Context: an optimization exercise on an open-source flow, tuned for small area. The choices shown serve that exercise and are no tape-out recipe.
RTL that was checked went through simulation tests only; none was proved equivalent to the original.
The clock port is modelled as an ideal driver, which makes a skipped or thinned clock tree look cheaper than it is; a real chip needs a root buffer or a tree.

==> inputs of try-willow <==
## Tetris
module Tetris(
    I_CLK,
    I_KEY_UP,
    I_KEY_DOWN,
    I_KEY_LEFT,
    I_KEY_RIGHT,
    I_RESET,
    O_RED,
    O_GREEN,
    O_BLUE,
    O_HSYNC,
    O_VSYNC,
    O_LED_KUP,
    O_LED_KDOWN,
    O_LED_KLEFT,
    O_LED_KRIGHT,
    display_data,
    draw_finish
);
==> module GAME_CTRL, before the edit <==
module GAME_CTRL(
    clk,
    rst,
    rise,
    draw_finish,
    pre_finish,
    disp_row,
    disp_col
);
input clk;
input rst;
input [3:0] rise;         
input draw_finish;
input pre_finish;         
output reg [4:0] disp_row;
output reg [2:0] disp_col;
reg [3:0] op_keys_lt;     
reg [7:0] head_x;
reg [7:0] head_y;
wire [8:0] row = head_y + head_x[7:3];
wire row_ok = ~|row[8:5] & ~(row[4] & |row[3:1]);
always @(posedge clk) begin
    if (rst) begin
        head_x <= 0;
        head_y <= 0;
    end
    else if (pre_finish) begin
        if (op_keys_lt[0])
            head_y <= head_y - 8'd1;
        if (op_keys_lt[2])
            head_x <= head_x - 8'd1;
    end
    else if (draw_finish) begin
        if (op_keys_lt[1])
            head_y <= (~|head_y[7:4]) ? {3'b000, head_y[3:0] + 5'd1} : 8'd17;
        if (op_keys_lt[3])
            head_x <= (~|head_x[7:3] & ~(head_x[2] & head_x[1])) ? {5'b00000, head_x[2:0] + 3'd1} : 8'd7;
    end
end
always @(posedge clk) begin
    if (rst) begin
        disp_row <= 5'd30;
        disp_col <= 0;
    end
    else if (pre_finish) begin
        disp_row <= ((disp_row != 5'd30) & row_ok) ? row[4:0] : 5'd31;
        disp_col <= head_x[2:0];
    end
end
always @(posedge clk) begin
    if (rst)
        op_keys_lt <= 0;
    else if (draw_finish)
        op_keys_lt <= rise;
    else if (!pre_finish)
        op_keys_lt <= op_keys_lt | rise;
end
endmodule
clock: 40.0 ns
lec_check: 0
cap_margin: 0
core_margin: 2
core_utilization: 70
cts_buf_list: sky130_fd_sc_hd__clkbuf_8
cts_cluster_diameter: 500
cts_cluster_size: 100
slew_margin: 0
standard.sh (not shown) runs the stock make flow with config.mk's settings and CLKGATE_MAP_FILE= SYNTH_SCRIPT=/design/flow/synth_recipe.tcl, a recipe that flattens the netlist after the stock synthesis.
==> flow/flow/run.sh <==
#!/bin/bash
# Own layout flow: the standard synthesis, then the combinational logic between the
# flip-flops re-mapped for area with ABC (the flip-flops are kept as they are), checked
# for equivalence, then the standard layout steps.
set -euo pipefail
WORK=$(pwd -P)
R=$WORK/orfs/results/sky130hd/Tetris/base
LIB=$FLOW_HOME/platforms/sky130hd/lib/sky130_fd_sc_hd__tt_025C_1v80.lib
YOSYS=$FLOW_HOME/../tools/install/yosys/bin/yosys
[[ -x $YOSYS ]] || YOSYS=yosys
DONTUSE="-dont_use *probe* -dont_use *lpflow*"

bash standard.sh $R/1_2_yosys.v > $WORK/log_synth.txt 2>&1
cp $R/1_2_yosys.v $WORK/netlist_std.v

sed -e "s#{LIB}#$LIB#g; s#{IN}#$WORK/netlist_std.v#; s#{OUT}#$WORK/netlist_reopt.v#; s#{SCRIPT}#$WORK/flow/abc.script#; s#{DONTUSE}#$DONTUSE#" \
  flow/reopt.ys > $WORK/reopt_run.ys
if $YOSYS -s $WORK/reopt_run.ys > $WORK/log_reopt.txt 2>&1; then
  sed 's/^module Tetris(/module gold(/' $WORK/netlist_std.v > $WORK/eq_gold.v
  sed 's/^module Tetris(/module gate(/' $WORK/netlist_reopt.v > $WORK/eq_gate.v
  sed -e "s#{LIB}#$LIB#g; s#{GOLD}#$WORK/eq_gold.v#; s#{GATE}#$WORK/eq_gate.v#" flow/equiv.ys > $WORK/equiv_run.ys
  if $YOSYS -s $WORK/equiv_run.ys > $WORK/log_equiv.txt 2>&1; then
    cp $WORK/netlist_reopt.v $R/1_2_yosys.v
    echo "re-mapped netlist used" > $WORK/reopt_status.txt
  else
    echo "re-mapped netlist not equivalent; standard netlist kept" > $WORK/reopt_status.txt
  fi
else
  echo "re-mapping failed; standard netlist kept" > $WORK/reopt_status.txt
fi
touch $R/1_2_yosys.v

# Port buffers of the smallest buffer; a two-level clock tree of a few large buffers.
export BUFFER_PORTS_ARGS="-inputs -outputs -buffer_cell sky130_fd_sc_hd__buf_1"
export PRE_CTS_TCL=$WORK/flow/cts_tree.tcl
export CTS_TREE_LEAVES=4
export CTS_TREE_ROOT=sky130_fd_sc_hd__clkbuf_4
export CTS_TREE_LEAF=sky130_fd_sc_hd__clkbuf_16
bash standard.sh finish > $WORK/log_layout.txt 2>&1
==> flow/flow/abc.script <==
strash
&get -n
&deepsyn -T 30
&put
map -a
topo
==> flow/flow/cts_tree.tcl <==
# Simple two-level clock tree: one root buffer fed by the clock port, K leaf buffers,
# each driving one k-means cluster of the flip-flops. Sources setRC etc. from caller.
proc build_clock_tree { clk_port_name K root_cell leaf_cell } {
  set db [ord::get_db]
  set block [ord::get_db_block]
  set clknet [[$block findBTerm $clk_port_name] getNet]
  set sinks {}
  foreach it [$clknet getITerms] {
    set inst [$it getInst]
    set bb [$inst getBBox]
    lappend sinks [list $it [expr {([$bb xMin] + [$bb xMax]) / 2.0}] [expr {([$bb yMin] + [$bb yMax]) / 2.0}]]
  }
  set n [llength $sinks]
  # k-means, seeded along x
  set sorted [lsort -real -index 1 $sinks]
  set cx {}; set cy {}
  for {set k 0} {$k < $K} {incr k} {
    set s [lindex $sorted [expr {int(($k + 0.5) * $n / $K)}]]
    lappend cx [lindex $s 1]; lappend cy [lindex $s 2]
  }
  for {set iter 0} {$iter < 30} {incr iter} {
    set cap [expr {($n + $K - 1) / $K}]
    set sx [lrepeat $K 0.0]; set sy [lrepeat $K 0.0]; set cnt [lrepeat $K 0]
    set assign [lrepeat $n -1]
    # balanced assignment: sinks nearest to some centre first, each to the nearest centre with room
    set order {}
    set i 0
    foreach s $sinks {
      set bd 1e30
      for {set k 0} {$k < $K} {incr k} {
        set d [expr {abs([lindex $s 1] - [lindex $cx $k]) + abs([lindex $s 2] - [lindex $cy $k])}]
        if {$d < $bd} { set bd $d }
      }
      lappend order [list $i $bd]
      incr i
    }
    foreach o [lsort -real -index 1 $order] {
      set i [lindex $o 0]
      set s [lindex $sinks $i]
      set best -1; set bd 1e30
      for {set k 0} {$k < $K} {incr k} {
        if {[lindex $cnt $k] >= $cap} continue
        set d [expr {abs([lindex $s 1] - [lindex $cx $k]) + abs([lindex $s 2] - [lindex $cy $k])}]
        if {$d < $bd} { set bd $d; set best $k }
      }
      lset assign $i $best
      lset sx $best [expr {[lindex $sx $best] + [lindex $s 1]}]
      lset sy $best [expr {[lindex $sy $best] + [lindex $s 2]}]
      lset cnt $best [expr {[lindex $cnt $best] + 1}]
    }
    for {set k 0} {$k < $K} {incr k} {
      if {[lindex $cnt $k] > 0} {
        lset cx $k [expr {[lindex $sx $k] / [lindex $cnt $k]}]
        lset cy $k [expr {[lindex $sy $k] / [lindex $cnt $k]}]
      }
    }
  }
  puts "clock tree: $n sinks, clusters: $cnt"
  set rootm [$db findMaster $root_cell]
  set leafm [$db findMaster $leaf_cell]
  # root buffer at the centroid of the leaf buffers
  set rx 0.0; set ry 0.0
  for {set k 0} {$k < $K} {incr k} { set rx [expr {$rx + [lindex $cx $k] / $K}]; set ry [expr {$ry + [lindex $cy $k] / $K}] }
  set root [odb::dbInst_create $block $rootm "clkbuf_root_I_CLK"]
  set rootnet [odb::dbNet_create $block "clknet_root_I_CLK"]
  $rootnet setSigType CLOCK
  [$root findITerm A] connect $clknet
  [$root findITerm X] connect $rootnet
  $root setLocation [expr {int($rx)}] [expr {int($ry)}]
  $root setPlacementStatus PLACED
  set leafnets {}
  for {set k 0} {$k < $K} {incr k} {
    set b [odb::dbInst_create $block $leafm "clkbuf_leaf_${k}_I_CLK"]
    set net [odb::dbNet_create $block "clknet_leaf_${k}_I_CLK"]
    $net setSigType CLOCK
    [$b findITerm A] connect $rootnet
    [$b findITerm X] connect $net
    $b setLocation [expr {int([lindex $cx $k])}] [expr {int([lindex $cy $k])}]
    $b setPlacementStatus PLACED
    lappend leafnets $net
  }
  set i 0
  foreach s $sinks {
    set it [lindex $s 0]
    $it disconnect
    $it connect [lindex $leafnets [lindex $assign $i]]
    incr i
  }
}

# Sourced by ORFS's cts.tcl as PRE_CTS_TCL: its clock_tree_synthesis call builds this tree
# instead (CTS_TREE_LEAVES leaf buffers of CTS_TREE_LEAF under one CTS_TREE_ROOT buffer).
# The rest of cts.tcl (placement legalisation, timing repair) runs as usual.
proc clock_tree_synthesis { args } {
  build_clock_tree I_CLK $::env(CTS_TREE_LEAVES) $::env(CTS_TREE_ROOT) $::env(CTS_TREE_LEAF)
  set_propagated_clock [all_clocks]
}
==> flow/flow/reopt.ys <==
# Re-map the combinational logic of the standard synthesis netlist for area.
# Every flip-flop instance keeps its name, cell type and connections.
read_liberty -ignore_miss_func {LIB}
read_verilog {IN}
hierarchy -top Tetris
setattr -mod -set keep_hierarchy 1 sky130_fd_sc_hd__*df* sky130_fd_sc_hd__dl*
flatten
opt_clean -purge
techmap
opt -fast
abc -script {SCRIPT} -liberty {LIB} {DONTUSE}
opt_clean -purge
hilomap -singleton -hicell sky130_fd_sc_hd__conb_1 HI -locell sky130_fd_sc_hd__conb_1 LO
insbuf -buf sky130_fd_sc_hd__buf_4 A X Tetris
splitnets
opt_clean -purge
rename -enumerate -pattern _ro%_ Tetris
select -assert-none Tetris/t:$*
stat -liberty {LIB} Tetris
select Tetris
write_verilog -noattr -nohex -nodec -selected {OUT}
Other scripts of this flow, unchanged in this note and not shown: flow/flow/equiv.ys
==> inputs of try-garnet, as changes to try-willow <==
--- a/flow/design.v
+++ b/flow/design.v
@@ -174,9 +174,14 @@
 input pre_finish;         
-output reg [4:0] disp_row;
-output reg [2:0] disp_col;
+output [4:0] disp_row;    
+output [2:0] disp_col;
 reg [3:0] op_keys_lt;     
+reg [3:0] frame_keys;     
 reg [7:0] head_x;
 reg [7:0] head_y;
+reg pub_valid;            
+reg shown_valid;          
 wire [8:0] row = head_y + head_x[7:3];
 wire row_ok = ~|row[8:5] & ~(row[4] & |row[3:1]);
+assign disp_row = (shown_valid & row_ok) ? row[4:0] : 5'd31;
+assign disp_col = head_x[2:0];
 always @(posedge clk) begin
@@ -187,5 +192,5 @@
     else if (pre_finish) begin
-        if (op_keys_lt[0])
+        if (frame_keys[0])
             head_y <= head_y - 8'd1;
-        if (op_keys_lt[2])
+        if (frame_keys[2])
             head_x <= head_x - 8'd1;
@@ -193,5 +198,5 @@
     else if (draw_finish) begin
-        if (op_keys_lt[1])
+        if (frame_keys[1])
             head_y <= (~|head_y[7:4]) ? {3'b000, head_y[3:0] + 5'd1} : 8'd17;
-        if (op_keys_lt[3])
+        if (frame_keys[3])
             head_x <= (~|head_x[7:3] & ~(head_x[2] & head_x[1])) ? {5'b00000, head_x[2:0] + 3'd1} : 8'd7;
@@ -201,15 +206,13 @@
     if (rst) begin
-        disp_row <= 5'd30;
-        disp_col <= 0;
-    end
-    else if (pre_finish) begin
-        disp_row <= ((disp_row != 5'd30) & row_ok) ? row[4:0] : 5'd31;
-        disp_col <= head_x[2:0];
-    end
-end
-always @(posedge clk) begin
-    if (rst)
         op_keys_lt <= 0;
-    else if (draw_finish)
+        frame_keys <= 0;
+        pub_valid <= 0;
+        shown_valid <= 0;
+    end
+    else if (draw_finish) begin
         op_keys_lt <= rise;
+        frame_keys <= op_keys_lt;
+        pub_valid <= 1;
+        shown_valid <= pub_valid;
+    end
     else if (!pre_finish)
==> flow/flow/run.sh (replaced) <==
#!/bin/bash
# Own layout flow: the standard synthesis, then the combinational logic between the
# flip-flops re-mapped for area with ABC (the flip-flops are kept as they are): several
# seeded runs, the smallest one that Yosys proves equivalent to the standard netlist is
# used. Then the standard layout steps, with the smallest port buffers and a two-level
# clock tree of a few large buffers.
set -uo pipefail
WORK=$(pwd -P)
R=$WORK/orfs/results/sky130hd/Tetris/base
LIB=$FLOW_HOME/platforms/sky130hd/lib/sky130_fd_sc_hd__tt_025C_1v80.lib
YOSYS=$FLOW_HOME/../tools/install/yosys/bin/yosys
[[ -x $YOSYS ]] || YOSYS=yosys
DONTUSE="-dont_use *probe* -dont_use *lpflow*"

bash standard.sh $R/1_2_yosys.v > $WORK/log_synth.txt 2>&1 || exit 1
cp $R/1_2_yosys.v $WORK/netlist_std.v
sed 's/^module Tetris(/module gold(/' $WORK/netlist_std.v > $WORK/eq_gold.v

# re-mapping runs, 6 at a time
i=0
for run in nf:1 nf:2 nf:3 nf:4 nf:5 nf:6 nf:7 nf:8 nf:9 nf:10 nf:11 nf:12 \
           amap:1 amap:2 amap:3 amap:4 amap:5 amap:6; do
  kind=${run%%:*}; seed=${run##*:}
  i=$((i + 1))
  sed "s/{SEED}/$seed/" flow/abc_$kind.script > $WORK/abc_run_$i.script
  sed -e "s#{LIB}#$LIB#g; s#{IN}#$WORK/netlist_std.v#; s#{OUT}#$WORK/netlist_reopt_$i.v#; s#{SCRIPT}#$WORK/abc_run_$i.script#; s#{DONTUSE}#$DONTUSE#" \
    flow/reopt.ys > $WORK/reopt_run_$i.ys
  $YOSYS -s $WORK/reopt_run_$i.ys > $WORK/log_reopt_$i.txt 2>&1 &
  if (( i % 6 == 0 )); then wait; fi
done
wait

# candidates by area, smallest first
: > $WORK/reopt_areas.txt
for j in $(seq 1 $i); do
  a=$(grep "Chip area for module" $WORK/log_reopt_$j.txt | tail -1 | awk '{print $NF}')
  [[ -n "$a" && -s $WORK/netlist_reopt_$j.v ]] && echo "$a $j" >> $WORK/reopt_areas.txt
done
echo "standard netlist kept" > $WORK/reopt_status.txt
for j in $(sort -g $WORK/reopt_areas.txt | awk '{print $2}'); do
  sed 's/^module Tetris(/module gate(/' $WORK/netlist_reopt_$j.v > $WORK/eq_gate.v
  sed -e "s#{LIB}#$LIB#g; s#{GOLD}#$WORK/eq_gold.v#; s#{GATE}#$WORK/eq_gate.v#" flow/equiv.ys > $WORK/equiv_run.ys
  if $YOSYS -s $WORK/equiv_run.ys > $WORK/log_equiv_$j.txt 2>&1; then
    cp $WORK/netlist_reopt_$j.v $R/1_2_yosys.v
    echo "re-mapped netlist $j used" > $WORK/reopt_status.txt
    break
  fi
done
touch $R/1_2_yosys.v

# Port buffers of the smallest buffer; a two-level clock tree of a few large buffers.
export BUFFER_PORTS_ARGS="-inputs -outputs -buffer_cell sky130_fd_sc_hd__buf_1"
export PRE_CTS_TCL=$WORK/flow/cts_tree.tcl
export CTS_TREE_LEAVES=4
export CTS_TREE_ROOT=sky130_fd_sc_hd__clkbuf_4
export CTS_TREE_LEAF=sky130_fd_sc_hd__clkbuf_16
export CTS_TREE_MAX_SLEW=0.118
bash standard.sh finish > $WORK/log_layout.txt 2>&1
==> flow/flow/abc_amap.script (new file) <==
strash
&get -n
&deepsyn -T 30 -S {SEED}
&put
amap
topo
==> flow/flow/abc_nf.script (new file) <==
strash
&get -n
&deepsyn -T 30 -S {SEED}
&nf -R 1000 -p -F 8 -A 8
&put
topo
--- a/flow/flow/cts_tree.tcl
+++ b/flow/flow/cts_tree.tcl
@@ -90,8 +90,46 @@
 
+proc remove_clock_tree { clk_port_name } {
+  set block [ord::get_db_block]
+  set clknet [[$block findBTerm $clk_port_name] getNet]
+  foreach inst [$block getInsts] {
+    if {![string match "clkbuf_leaf_*_I_CLK" [$inst getName]]} continue
+    set net [[$inst findITerm X] getNet]
+    foreach it [$net getITerms] {
+      if {[$it getInst] == $inst} continue
+      $it disconnect
+      $it connect $clknet
+    }
+    odb::dbInst_destroy $inst
+    odb::dbNet_destroy $net
+  }
+  set root [$block findInst "clkbuf_root_I_CLK"]
+  set rnet [$block findNet "clknet_root_I_CLK"]
+  odb::dbInst_destroy $root
+  odb::dbNet_destroy $rnet
+}
+
+proc max_clock_pin_slew { } {
+  set mx 0
+  foreach p [get_pins -hierarchical */CLK] {
+    set v [get_property $p slew_max]
+    if {$v > $mx} { set mx $v }
+  }
+  return $mx
+}
+
 # Sourced by ORFS's cts.tcl as PRE_CTS_TCL: its clock_tree_synthesis call builds this tree
-# instead (CTS_TREE_LEAVES leaf buffers of CTS_TREE_LEAF under one CTS_TREE_ROOT buffer).
+# instead: CTS_TREE_LEAVES leaf buffers of CTS_TREE_LEAF under one CTS_TREE_ROOT buffer,
+# with one more leaf while the estimated flip-flop clock slew is over CTS_TREE_MAX_SLEW (ns).
 # The rest of cts.tcl (placement legalisation, timing repair) runs as usual.
 proc clock_tree_synthesis { args } {
-  build_clock_tree I_CLK $::env(CTS_TREE_LEAVES) $::env(CTS_TREE_ROOT) $::env(CTS_TREE_LEAF)
   set_propagated_clock [all_clocks]
+  for {set k $::env(CTS_TREE_LEAVES)} {$k <= 12} {incr k} {
+    build_clock_tree I_CLK $k $::env(CTS_TREE_ROOT) $::env(CTS_TREE_LEAF)
+    detailed_placement
+    estimate_parasitics -placement
+    set slew [max_clock_pin_slew]
+    puts "clock tree with $k leaves: estimated largest clock pin slew $slew"
+    if {$slew <= $::env(CTS_TREE_MAX_SLEW) || $k == 12} break
+    remove_clock_tree I_CLK
+  }
 }
--- a/flow/flow/reopt.ys
+++ b/flow/flow/reopt.ys
@@ -13,3 +13,3 @@
 hilomap -singleton -hicell sky130_fd_sc_hd__conb_1 HI -locell sky130_fd_sc_hd__conb_1 LO
-insbuf -buf sky130_fd_sc_hd__buf_4 A X Tetris
+insbuf -buf sky130_fd_sc_hd__buf_1 A X Tetris
 splitnets
--- a/flow/config.mk
+++ b/flow/config.mk
@@ -9,3 +9,3 @@
 export CORE_MARGIN = 2
-export CORE_UTILIZATION = 70
+export CORE_UTILIZATION = 85
 export CTS_BUF_LIST = sky130_fd_sc_hd__clkbuf_8
@@ -13,2 +13,3 @@
 export CTS_CLUSTER_SIZE = 100
+export PLACE_DENSITY = 0.92
 export SLEW_MARGIN = 0
removed: flow/flow/abc.script
==> inputs of try-sierra, as changes to try-willow <==
==> flow/flow/run.sh (replaced) <==
#!/bin/bash
# Own layout flow: the standard synthesis, then the combinational logic between the
# flip-flops re-mapped for area with ABC (the flip-flops are kept as they are): several
# seeded runs, the smallest one that Yosys proves equivalent to the standard netlist is
# used. Then the standard layout steps, with the smallest port buffers and a two-level
# clock tree of a few large buffers.
set -uo pipefail
WORK=$(pwd -P)
R=$WORK/orfs/results/sky130hd/Tetris/base
LIB=$FLOW_HOME/platforms/sky130hd/lib/sky130_fd_sc_hd__tt_025C_1v80.lib
YOSYS=$FLOW_HOME/../tools/install/yosys/bin/yosys
[[ -x $YOSYS ]] || YOSYS=yosys
DONTUSE="-dont_use *probe* -dont_use *lpflow*"

bash standard.sh $R/1_2_yosys.v > $WORK/log_synth.txt 2>&1 || exit 1
cp $R/1_2_yosys.v $WORK/netlist_std.v
sed 's/^module Tetris(/module gold(/' $WORK/netlist_std.v > $WORK/eq_gold.v

# re-mapping runs, 4 at a time
i=0
for kind in amap nf; do
  for seed in 1 2 3 4; do
    i=$((i + 1))
    sed "s/{SEED}/$seed/" flow/abc_$kind.script > $WORK/abc_run_$i.script
    sed -e "s#{LIB}#$LIB#g; s#{IN}#$WORK/netlist_std.v#; s#{OUT}#$WORK/netlist_reopt_$i.v#; s#{SCRIPT}#$WORK/abc_run_$i.script#; s#{DONTUSE}#$DONTUSE#" \
      flow/reopt.ys > $WORK/reopt_run_$i.ys
    $YOSYS -s $WORK/reopt_run_$i.ys > $WORK/log_reopt_$i.txt 2>&1 &
    if (( i % 4 == 0 )); then wait; fi
  done
done
wait

# candidates by area, smallest first
: > $WORK/reopt_areas.txt
for j in $(seq 1 $i); do
  a=$(grep "Chip area for module" $WORK/log_reopt_$j.txt | tail -1 | awk '{print $NF}')
  [[ -n "$a" && -s $WORK/netlist_reopt_$j.v ]] && echo "$a $j" >> $WORK/reopt_areas.txt
done
echo "standard netlist kept" > $WORK/reopt_status.txt
for j in $(sort -g $WORK/reopt_areas.txt | awk '{print $2}'); do
  sed 's/^module Tetris(/module gate(/' $WORK/netlist_reopt_$j.v > $WORK/eq_gate.v
  sed -e "s#{LIB}#$LIB#g; s#{GOLD}#$WORK/eq_gold.v#; s#{GATE}#$WORK/eq_gate.v#" flow/equiv.ys > $WORK/equiv_run.ys
  if $YOSYS -s $WORK/equiv_run.ys > $WORK/log_equiv_$j.txt 2>&1; then
    cp $WORK/netlist_reopt_$j.v $R/1_2_yosys.v
    echo "re-mapped netlist $j used" > $WORK/reopt_status.txt
    break
  fi
done
touch $R/1_2_yosys.v

# Port buffers of the smallest buffer; a two-level clock tree of a few large buffers.
export BUFFER_PORTS_ARGS="-inputs -outputs -buffer_cell sky130_fd_sc_hd__buf_1"
export PRE_CTS_TCL=$WORK/flow/cts_tree.tcl
export CTS_TREE_LEAVES=4
export CTS_TREE_ROOT=sky130_fd_sc_hd__clkbuf_4
export CTS_TREE_LEAF=sky130_fd_sc_hd__clkbuf_16
bash standard.sh finish > $WORK/log_layout.txt 2>&1
==> flow/flow/abc_amap.script (new file) <==
strash
&get -n
&deepsyn -T 30 -S {SEED}
&put
amap
topo
==> flow/flow/abc_nf.script (new file) <==
strash
&get -n
&deepsyn -T 30 -S {SEED}
&nf -R 1000 -p -F 8 -A 8
&put
topo
removed: flow/flow/abc.script
==> qor summary <==
Result of the run: try-garnet aborted with a tool error; try-willow complete, no violations; try-sierra complete, no violations
Stage where the flow stopped: try-garnet global placement without I/O (3_1_place_gp_skip_io); try-willow -; try-sierra -
Count of unresolved DRC violations after routing: try-garnet -; try-willow 0; try-sierra 0
Worst setup path category: try-garnet -; try-willow in2out; try-sierra in2out
Layer with the highest usage after global routing: try-garnet -; try-willow met2; try-sierra met2
Layout sequential cell count: try-garnet -; try-willow 124; try-sierra 124
Max-slew violation total from the final report: try-garnet -; try-willow 0; try-sierra 0
Number of buffers and inverters on the critical path: try-garnet -; try-willow 2; try-sierra 2
Overall Global Routing Usage: try-garnet -; try-willow 24.1%; try-sierra 23.3%
Quantity of I/O buffers inserted on ports: try-garnet -; try-willow 16; try-sierra 16
Sequential cell area: try-garnet -; try-willow 2480 um^2; try-sierra 2480 um^2
Path depth of the worst reg2reg path: try-garnet -; try-willow 22; try-sierra 13
Post-route met1 wirelength: try-garnet -; try-willow 3970 um; try-sierra 3860 um
Avg Vias per Cell: try-garnet -; try-willow 5.51; try-sierra 5.96
Routed wire length: try-garnet -; try-willow 8620 um; try-sierra 8370 um
The RTL of try-willow and try-sierra was laid out without a check of its function. The clock cells of try-willow and try-sierra come from the design's own scripts or RTL, not from TritonCTS.

-- what the ideal ports hide --
No port has a modelled driver above. Below, the same layouts with a new extraction and two added sets of constraints. Step 1 assumes that a clkbuf_16 drives the clock port and a buf_2 every other input. Step 2 times the ports against the registers' clock, not the clock port: input delays grow and output delays shrink by t, the midpoint of the rising clock arrivals with the driver on. a / b / c = ideal / step 1 / step 2; a / b = the first two.
run | t (ns) | setup WS [ns] | clock arrival spread, ns | slew at the worst register clock pin (ns)
try-willow | 0.466 | 23.755 / 23.727 / 23.727 | 0.021 / 0.021 | 0.12 / 0.12
try-sierra | 0.456 | 23.733 / 23.709 / 23.709 | 0.023 / 0.024 | 0.12 / 0.12
After both steps every run listed still meets setup and hold. The setup slack of try-willow, which loses most, moves by -0.028 ns with the drivers and by -0.028 ns with both steps.
